Background: an optimization exercise with open tools, aiming at small area. Do not read the settings as production practice.
RTL that was checked went through simulation tests only; none was proved equivalent to the original.

==> module Decoder, before the edit <==
module Decoder #(parameter BIN_WIDTH = 4)(
    input clk,
    input reset,
    input bypass,
    input [7:0] pState_in,
    input [1:0] n_bin,
    input [15:0] m_value_binRE_in,
    input [16:0] m_value_binEP0_in,
    input [16:0] m_value_binEP1_in,
    input [16:0] m_value_binEP2_in,
    input [16:0] m_value_binEP3_in,
    output wire [BIN_WIDTH - 1:0] bin,
    output wire [15:0] m_value_binRE_out,
    output wire [16:0] m_value_binEP0_out,
    output wire [16:0] m_value_binEP1_out,
    output wire [16:0] m_value_binEP2_out,
    output wire [16:0] m_value_binEP3_out,
    output wire [2:0] numBits,
    output wire mps_renorm,
    output wire lps
);
    reg [8:0] m_range;
    reg [15:0] m_value;
    wire b0, b1, b2, b3;
    wire [15:0] v0, v1, v2, v3;
    Decode_1xEP ep0 (.m_range(m_range), .e(m_value_binEP0_in), .bin_out(b0), .v(v0));
    Decode_1xEP ep1 (.m_range(m_range), .e(m_value_binEP1_in), .bin_out(b1), .v(v1));
    Decode_1xEP ep2 (.m_range(m_range), .e(m_value_binEP2_in), .bin_out(b2), .v(v2));
    Decode_1xEP ep3 (.m_range(m_range), .e(m_value_binEP3_in), .bin_out(b3), .v(v3));
    assign m_value_binEP0_out = {m_value, 1'b0};
    assign m_value_binEP1_out = {v0, 1'b0};
    assign m_value_binEP2_out = {v1, 1'b0};
    assign m_value_binEP3_out = {v2, 1'b0};
    wire sel0 = bypass & ~n_bin[1] & ~n_bin[0];
    wire sel1 = bypass & ~n_bin[1] &  n_bin[0];
    wire sel2 = bypass &  n_bin[1] & ~n_bin[0];
    wire sel3 = bypass &  n_bin[1] &  n_bin[0];
    wire [15:0] v_next = ({16{sel0}} & v0) | ({16{sel1}} & v1) | ({16{sel2}} & v2) |
                         ({16{sel3}} & v3) | ({16{~bypass}} & m_value_binRE_in);
    wire [3:0] bin_ep = {sel3 & b3, (sel2 | sel3) & b2, ~sel0 & b1, b0};
    wire [4:0] q = pState_in[6:2] ^ {5{pState_in[7]}};
    wire [3:0] r = m_range[8:5];
    wire [4:0] pp0 = q & {5{r[0]}};
    wire [4:0] pp1 = q & {5{r[1]}};
    wire [4:0] pp2 = q & {5{r[2]}};
    wire [4:0] pp3 = q & {5{r[3]}};
    wire [4:0] s1; wire c1;
    AddRipple #(5) a1 (.a({1'b0, pp0[4:1]}), .b(pp1), .ci(1'b0), .s(s1), .co(c1));
    wire [4:0] s2; wire c2;
    AddRipple #(5) a2 (.a({c1, s1[4:1]}), .b(pp2), .ci(1'b0), .s(s2), .co(c2));
    wire [4:0] s3; wire c3;
    AddRipple #(5) a3 (.a({c2, s2[4:1]}), .b(pp3), .ci(1'b1), .s(s3), .co(c3));
    wire [7:0] lpsr = {c3, s3, s2[0], s1[0]};
    wire [8:0] rl; wire rl_ge;
    SubRipple #(9) srl (.a(m_range), .b({1'b0, lpsr}), .d(rl), .ge(rl_ge));
    wire [8:0] a_lo; wire a_ge;
    SubRipple #(9) sva (.a(m_value[15:7]), .b(m_range), .d(a_lo), .ge(a_ge));
    wire [7:0] t_lo; wire t_c8;
    AddRipple #(8) at (.a(a_lo[7:0]), .b(lpsr), .ci(1'b0), .s(t_lo), .co(t_c8));
    wire t8 = a_lo[8] ^ t_c8;
    wire c9 = a_lo[8] & t_c8;
    wire t9 = ~a_ge ^ c9;             
    wire t10 = ~a_ge & ~c9;           
    wire [8:0] vd = {t8, t_lo};
    wire is_lps = ~t10 & (rl_ge | t9);
    wire lz2 = ~|lpsr[7:4];
    wire [7:0] l1 = lz2 ? {lpsr[3:0], 4'b0000} : lpsr;
    wire lz1 = ~|l1[7:6];
    wire [7:0] l2 = lz1 ? {l1[5:0], 2'b00} : l1;
    wire lz0 = ~l2[7];
    wire [6:0] l3 = lz0 ? l2[5:0] << 1 : l2[6:0];
    reg [2:0] nb;
    always @(*) begin
        casez (lpsr[7:3])
            5'b1????: nb = 3'd1;
            5'b01???: nb = 3'd2;
            5'b001??: nb = 3'd3;
            5'b0001?: nb = 3'd4;
            5'b00001: nb = 3'd5;
            default:  nb = 3'd6;
        endcase
    end
    assign lps = is_lps;
    assign mps_renorm = is_lps | rl[8];
    assign numBits = is_lps ? nb : 3'd1;
    wire [15:0] sh0 = {vd[7:0], m_value[6:0], 1'b0};
    wire [15:0] sh1 = lz2 ? {sh0[11:0], 4'b0000} : sh0;
    wire [15:0] sh2 = lz1 ? {sh1[13:0], 2'b00} : sh1;
    wire [15:0] re_lps = lz0 ? {sh2[14:0], 1'b0} : sh2;
    wire [15:0] re_mps = rl[8] ? m_value : {m_value[14:0], 1'b0};
    assign m_value_binRE_out = is_lps ? re_lps : re_mps;
    wire [8:0] rng_lps = {1'b1, l3, 1'b0};
    wire [8:0] rng_mps = rl[8] ? rl : {rl[7:0], 1'b0};
    wire [8:0] rng_re = is_lps ? rng_lps : rng_mps;
    wire [3:0] bin_re = is_lps ? {3'b111, ~pState_in[7]} : {3'b000, pState_in[7]};
    assign bin = bypass ? bin_ep : bin_re;
    always @(posedge clk or posedge reset) begin
        if (reset) begin
            m_range <= 9'd510;
            m_value <= 16'd36049;
        end else begin
            m_value <= v_next;
            if (!bypass)
                m_range <= rng_re;
        end
    end
endmodule
==> flow/config.mk <==
export PLATFORM = sky130hd
export DESIGN_NAME = Decoder
export DESIGN_NICKNAME = Decoder
export VERILOG_FILES = /design/flow/design.v
export SDC_FILE = /design/flow/constraint.sdc
export NUM_CORES = 4
export LEC_CHECK = 0
export ABC_AREA = 1
export CAP_MARGIN = 0
export CORE_MARGIN = 2
export CORE_UTILIZATION = 50
export SLEW_MARGIN = 0
==> flow/constraint.sdc <==
create_clock -name core_clock -period 10.0 [get_ports {clk}]
set_input_delay 2.0000 -clock core_clock [delete_from_list [all_inputs] [get_ports {clk}]]
set_output_delay 2.0000 -clock core_clock [all_outputs]
set_load 0.01 [all_outputs]
standard.sh (not shown) runs the stock make flow with config.mk's settings and CLKGATE_MAP_FILE= SYNTH_SCRIPT=/design/flow/synth_recipe.tcl, a recipe that flattens the netlist after the stock synthesis.
==> flow/flow/run.sh <==
#!/bin/bash
# Standard ORFS layout with two changes:
#  1. after the standard synthesis, the combinational logic of its netlist is re-mapped by
#     ABC with area-oriented scripts, a few rounds, keeping the smallest result (the
#     flip-flops are kept exactly as the standard synthesis made them);
#  2. the port buffers use the smallest buffer cell, constant outputs share one tie cell and
#     the clock tree gets no dummy loads.
set -euo pipefail
HERE=$(pwd)
R=$HERE/orfs/results/sky130hd/Decoder/base
LIB=$FLOW_HOME/platforms/sky130hd/lib/sky130_fd_sc_hd__tt_025C_1v80.lib
DU=""
for c in probe_p_8 probec_p_8 lpflow_bleeder_1 lpflow_clkbufkapwr_1 lpflow_clkbufkapwr_16 \
  lpflow_clkbufkapwr_2 lpflow_clkbufkapwr_4 lpflow_clkbufkapwr_8 lpflow_clkinvkapwr_1 \
  lpflow_clkinvkapwr_16 lpflow_clkinvkapwr_2 lpflow_clkinvkapwr_4 lpflow_clkinvkapwr_8 \
  lpflow_inputiso0n_1 lpflow_inputiso0p_1 lpflow_inputiso1n_1 lpflow_inputiso1p_1 \
  lpflow_isobufsrc_1 lpflow_isobufsrc_16 lpflow_isobufsrc_2 lpflow_isobufsrc_4 \
  lpflow_isobufsrc_8 lpflow_isobufsrckapwr_16; do
  DU="$DU -dont_use sky130_fd_sc_hd__$c"
done

bash standard.sh synth > synth.log 2>&1
cp $R/1_2_yosys.v $HERE/std_synth.v

# one round: re-map the combinational logic of $1 with ABC script $3 into $2
remap() {
  yosys -l $2.log -p "
read_liberty -ignore_miss_func -overwrite -setattr liberty_cell $LIB
blackbox sky130_fd_sc_hd__df*
read_verilog -overwrite $1
hierarchy -top Decoder
flatten
opt_clean
abc -liberty $LIB $DU -script $3
opt_clean -purge
read_liberty -lib -overwrite $LIB
tee -o $2.stat stat -liberty $LIB
write_verilog -noattr -nohex -nodec $2
" > /dev/null
  awk '/Chip area/{print $NF}' $2.stat
}

mkdir -p remap
best=$HERE/std_synth.v
best_area=1e9
cur=$HERE/std_synth.v
for round in 1 2 3 4 5; do
  round_best=""; round_area=1e9
  for s in s5 s9 s10; do
    out=$HERE/remap/r${round}_$s.v
    a=$(remap $cur $out $HERE/flow/$s.abc)
    echo "round $round $s area $a" >> remap/summary.txt
    if awk "BEGIN{exit !($a < $round_area)}"; then round_area=$a; round_best=$out; fi
  done
  cur=$round_best
  if awk "BEGIN{exit !($round_area < $best_area)}"; then best_area=$round_area; best=$round_best; fi
done
echo "best $best $best_area" >> remap/summary.txt

yosys -l $HERE/finalize.log -p "
read_liberty -lib -overwrite $LIB
read_verilog $best
hierarchy -top Decoder
hilomap -singleton -hicell sky130_fd_sc_hd__conb_1 HI -locell sky130_fd_sc_hd__conb_1 LO
insbuf -buf sky130_fd_sc_hd__buf_1 A X
splitnets
opt_clean -purge
check -assert -mapped
stat -liberty $LIB
write_verilog -noattr -nohex -nodec $HERE/resyn.v
" > /dev/null

cp $HERE/resyn.v $R/1_2_yosys.v
rm -f $R/1_synth.odb $R/1_synth.sdc

export BUFFER_PORTS_ARGS="-buffer_cell sky130_fd_sc_hd__buf_1"
export SKIP_REPAIR_TIE_FANOUT=1
# clock tree without dummy loads
export CTS_ARGS="-sink_clustering_enable -repair_clock_nets -dont_use_dummy_load"
bash standard.sh > standard.log 2>&1
Other scripts of this flow, unchanged in this note and not shown: flow/flow/s10.abc, flow/flow/s5.abc, flow/flow/s9.abc
Then changed:
--- a/flow/design.v
+++ b/flow/design.v
@@ -115,14 +115,8 @@
     wire t9 = ~a_ge ^ c9;             
     wire t10 = ~a_ge & ~c9;           
     wire [8:0] vd = {t8, t_lo};
     wire is_lps = ~t10 & (rl_ge | t9);
-    wire lz2 = ~|lpsr[7:4];
-    wire [7:0] l1 = lz2 ? {lpsr[3:0], 4'b0000} : lpsr;
-    wire lz1 = ~|l1[7:6];
-    wire [7:0] l2 = lz1 ? {l1[5:0], 2'b00} : l1;
-    wire lz0 = ~l2[7];
-    wire [6:0] l3 = lz0 ? l2[5:0] << 1 : l2[6:0];
     reg [2:0] nb;
     always @(*) begin
         casez (lpsr[7:3])
             5'b1????: nb = 3'd1;
@@ -135,15 +129,13 @@
     end
     assign lps = is_lps;
     assign mps_renorm = is_lps | rl[8];
     assign numBits = is_lps ? nb : 3'd1;
-    wire [15:0] sh0 = {vd[7:0], m_value[6:0], 1'b0};
-    wire [15:0] sh1 = lz2 ? {sh0[11:0], 4'b0000} : sh0;
-    wire [15:0] sh2 = lz1 ? {sh1[13:0], 2'b00} : sh1;
-    wire [15:0] re_lps = lz0 ? {sh2[14:0], 1'b0} : sh2;
+    wire [15:0] re_lps = {vd, m_value[6:0]} << nb;
     wire [15:0] re_mps = rl[8] ? m_value : {m_value[14:0], 1'b0};
     assign m_value_binRE_out = is_lps ? re_lps : re_mps;
-    wire [8:0] rng_lps = {1'b1, l3, 1'b0};
+    wire [7:0] lps_sh = lpsr << nb;
+    wire [8:0] rng_lps = {1'b1, lps_sh};   
     wire [8:0] rng_mps = rl[8] ? rl : {rl[7:0], 1'b0};
     wire [8:0] rng_re = is_lps ? rng_lps : rng_mps;
     wire [3:0] bin_re = is_lps ? {3'b111, ~pState_in[7]} : {3'b000, pState_in[7]};
     assign bin = bypass ? bin_ep : bin_re;
Outcome: The new run completed with no timing, DRC or antenna violations; wire length rose by 2.1%; cell area is unchanged; worst hold slack gains 44 ps; clock-buffer cell count is unchanged.
No functional check of the RTL was part of the first run of this note.

static timing again, ports no longer ideal:
In the flow no input, the clock included, has a driving cell. The finished layouts below were timed again as built, in two steps.
Step 1: set_driving_cell puts a clkbuf_16 on clk and a buf_2 on each other input, an assumption about the parent block.
Step 2, shift: input delay + t, output delay - t, t = (earliest + latest rising clock arrival at the registers) / 2. This alone moves slack from input paths to output paths.
a / b / c = no drivers / after step 1 / after step 2; a / b = the first two.
run | t, ns | setup slack, ns | worst setup path at the end
the first run | 0.297 | 0.459 / 0.439 / 0.439 | input to output
the second run | 0.287 | 0.588 / 0.567 / 0.567 | input to output
After both steps every run listed still meets setup and hold. The setup slack of the second run, which loses most, moves by -0.021 ns with the drivers and by -0.021 ns with both steps.
